This is an optimization exercise on Yosys and OpenROAD, whose aim is small area and a short achievable clock period, not a production implementation.

// LabFPGA2
module LabFPGA2 #(
	parameter int WIDTH = 24,
	parameter int DIVIDER = 40
)(
	input		logic					clk_i,
										rst_i,
										en_reg_i,
										sw_reg_b_i,
										slct_op_i,
										slct_byte_i,
										slct_sb_i,
	input		logic	[3:0]			cntrl_alu_i,
	input		logic	[3:0]			op_i,
	output	logic	[3:0]			flag_o,
	output	logic	[41:0]		display_o,
	output	logic	[1:0]			counter_slct_op_o,
										counter_slct_byte_o,
	output 	logic					sb_op_o
);
	logic [23:0] reg_a, reg_b;
	logic [1:0]  counter_slct_byte, counter_slct_op;
	logic        sb_op, en_slct_sb, en_slct_byte;
	assign counter_slct_op_o   = counter_slct_op;
	assign counter_slct_byte_o = counter_slct_byte;
	assign sb_op_o             = sb_op;
	logic [3:0] btn_n;
	logic [5:0] db_cnt [4];
	logic [3:0] pulse, idle, last;
	assign btn_n = {slct_sb_i, slct_byte_i, slct_op_i, en_reg_i};
	always_ff @(posedge clk_i) begin
		for (int k = 0; k < 4; k++) begin
			if (!rst_i || last[k])               db_cnt[k] <= 6'd0;
			else if (idle[k])                    db_cnt[k] <= btn_n[k] ? 6'd0 : 6'd24;
			else db_cnt[k] <= {db_cnt[k][4:0], db_cnt[k][5] ^ db_cnt[k][4]};
		end
	end
	always_comb for (int k = 0; k < 4; k++) begin
  ...
clock: 12.0 ns
lec_check: 0
cap_margin: 20
core_margin: 2
core_utilization: 40
slew_margin: 20
synth_hierarchical: 1
standard.sh (not shown) runs the stock make flow with config.mk's settings and CLKGATE_MAP_FILE= SYNTH_SCRIPT=/design/flow/synth_recipe.tcl, a recipe that flattens the netlist after the stock synthesis.
==> flow/flow/run.sh <==
#!/bin/bash
# Own layout flow: the standard ORFS flow (standard.sh) with
#  - the standard synthesis script (synth_recipe.tcl), but ABC's mapping run with
#    flow/abc_area.script and no full/half-adder cell extraction;
#  - port buffers of type buf_2;
#  - extra ORFS settings from flow/knobs.txt (one VAR=value per line).
# The make output goes to flow_make.log; ORFS keeps each step's log under orfs/logs.
set -euo pipefail
W=$(pwd)
cat > "$W/my_synth.tcl" <<EOT
proc abc {args} {
  set i [lsearch -exact \$args -script]
  if {\$i >= 0} { set args [lreplace \$args [expr {\$i+1}] [expr {\$i+1}] $W/flow/abc_area.script] }
  yosys abc {*}\$args
}
source $W/synth_recipe.tcl
EOT
KNOBS=()
while IFS= read -r line; do
  [[ -z "$line" || "$line" == \#* ]] && continue
  KNOBS+=("$line")
done < "$W/flow/knobs.txt"
bash "$W/standard.sh" \
  "SYNTH_SCRIPT=$W/my_synth.tcl" \
  "ADDER_MAP_FILE=" \
  "BUFFER_PORTS_ARGS=-buffer_cell sky130_fd_sc_hd__buf_2" \
  "${KNOBS[@]}" \
  finish > "$W/flow_make.log" 2>&1
==> flow/flow/abc_area.script <==
strash
&get -n
&st
&dch -f
&nf -R 1000 -p
&put
mfs2
strash
&get -n
&dch -f
&nf -R 1000 -p
&put
topo
stime -c
buffer -c
upsize -c
dnsize -c
==> flow/flow/knobs.txt <==
ABC_AREA=1
SETUP_SLACK_MARGIN=5
The starting point passed the timing, DRC and antenna checks.
Next try:
--- a/flow/flow/run.sh
+++ b/flow/flow/run.sh
@@ -2,4 +2,6 @@
 # Own layout flow: the standard ORFS flow (standard.sh) with
-#  - the standard synthesis script (synth_recipe.tcl), but ABC's mapping run with
-#    flow/abc_area.script and no full/half-adder cell extraction;
+#  - the standard synthesis script (synth_recipe.tcl, hierarchical), but ABC's mapping run
+#    with flow/abc_dp.script (delay oriented) on the operand datapath module alu_dp and
+#    with flow/abc_area.script (area oriented) on the top module, and no full/half-adder
+#    cell extraction;
 #  - port buffers of type buf_2;
@@ -12,4 +14,6 @@
   set i [lsearch -exact \$args -script]
-  if {\$i >= 0} { set args [lreplace \$args [expr {\$i+1}] [expr {\$i+1}] $W/flow/abc_area.script] }
-  yosys abc {*}\$args
+  set a_top [lreplace \$args [expr {\$i+1}] [expr {\$i+1}] $W/flow/abc_area.script]
+  set a_dp  [lreplace \$args [expr {\$i+1}] [expr {\$i+1}] $W/flow/abc_dp.script]
+  yosys abc {*}\$a_dp alu_dp
+  yosys abc {*}\$a_top LabFPGA2
 }
==> flow/flow/abc_dp.script (new file) <==
&get -n
&st
&dch
&nf
&st
&syn2
&if -g -K 6
&synch2
&nf
&st
&syn2
&if -g -K 6
&synch2
&nf
&st
&syn2
&if -g -K 6
&synch2
&nf
&st
&syn2
&if -g -K 6
&synch2
&nf
&st
&syn2
&if -g -K 6
&synch2
&nf
&put
buffer -c
topo
stime -c
upsize -c
dnsize -c
Global-route usage is lower by 0.86 points.
Wire length is higher by a few percent.
Setup slack gets better by 460 ps.
Synthesized area is higher by a few percent.
Final area is higher by roughly a tenth.
Cell count is higher by a few percent.
Non-clock buffer count is higher by 65.
Function was not checked in any run of this note: the RTL went through the layout flow alone.

## what the ideal ports hide
The results above use ideal ports. As a check the final layouts listed here were re-extracted and re-timed, cells and wires unchanged. Step 1, drivers: a clkbuf_16 drives clk_i and a buf_2 each remaining input, both assumed. Step 2 also shifts input and output timing later by t, the mid clock arrival at the registers, as if the neighbouring blocks saw the same clock. a / b / c = no drivers / after step 1 / after step 2; a / b = the first two.
| run | t, ns | setup WS [ns] | latest minus earliest clock arrival (ns) | worst register clock-pin slew, ns |
|---|---|---|---|---|
| the first run | 0.379 | 3.776 / 3.737 / 4.075 | 0.010 / 0.010 | 0.07 / 0.07 |
| the second run | 0.370 | 4.234 / 4.167 / 4.167 | 0.007 / 0.007 | 0.07 / 0.07 |
After both steps every run listed still meets setup and hold. For the second run, which loses most, drivers alone change the setup slack by -0.067 ns; drivers and shift together by -0.067 ns.
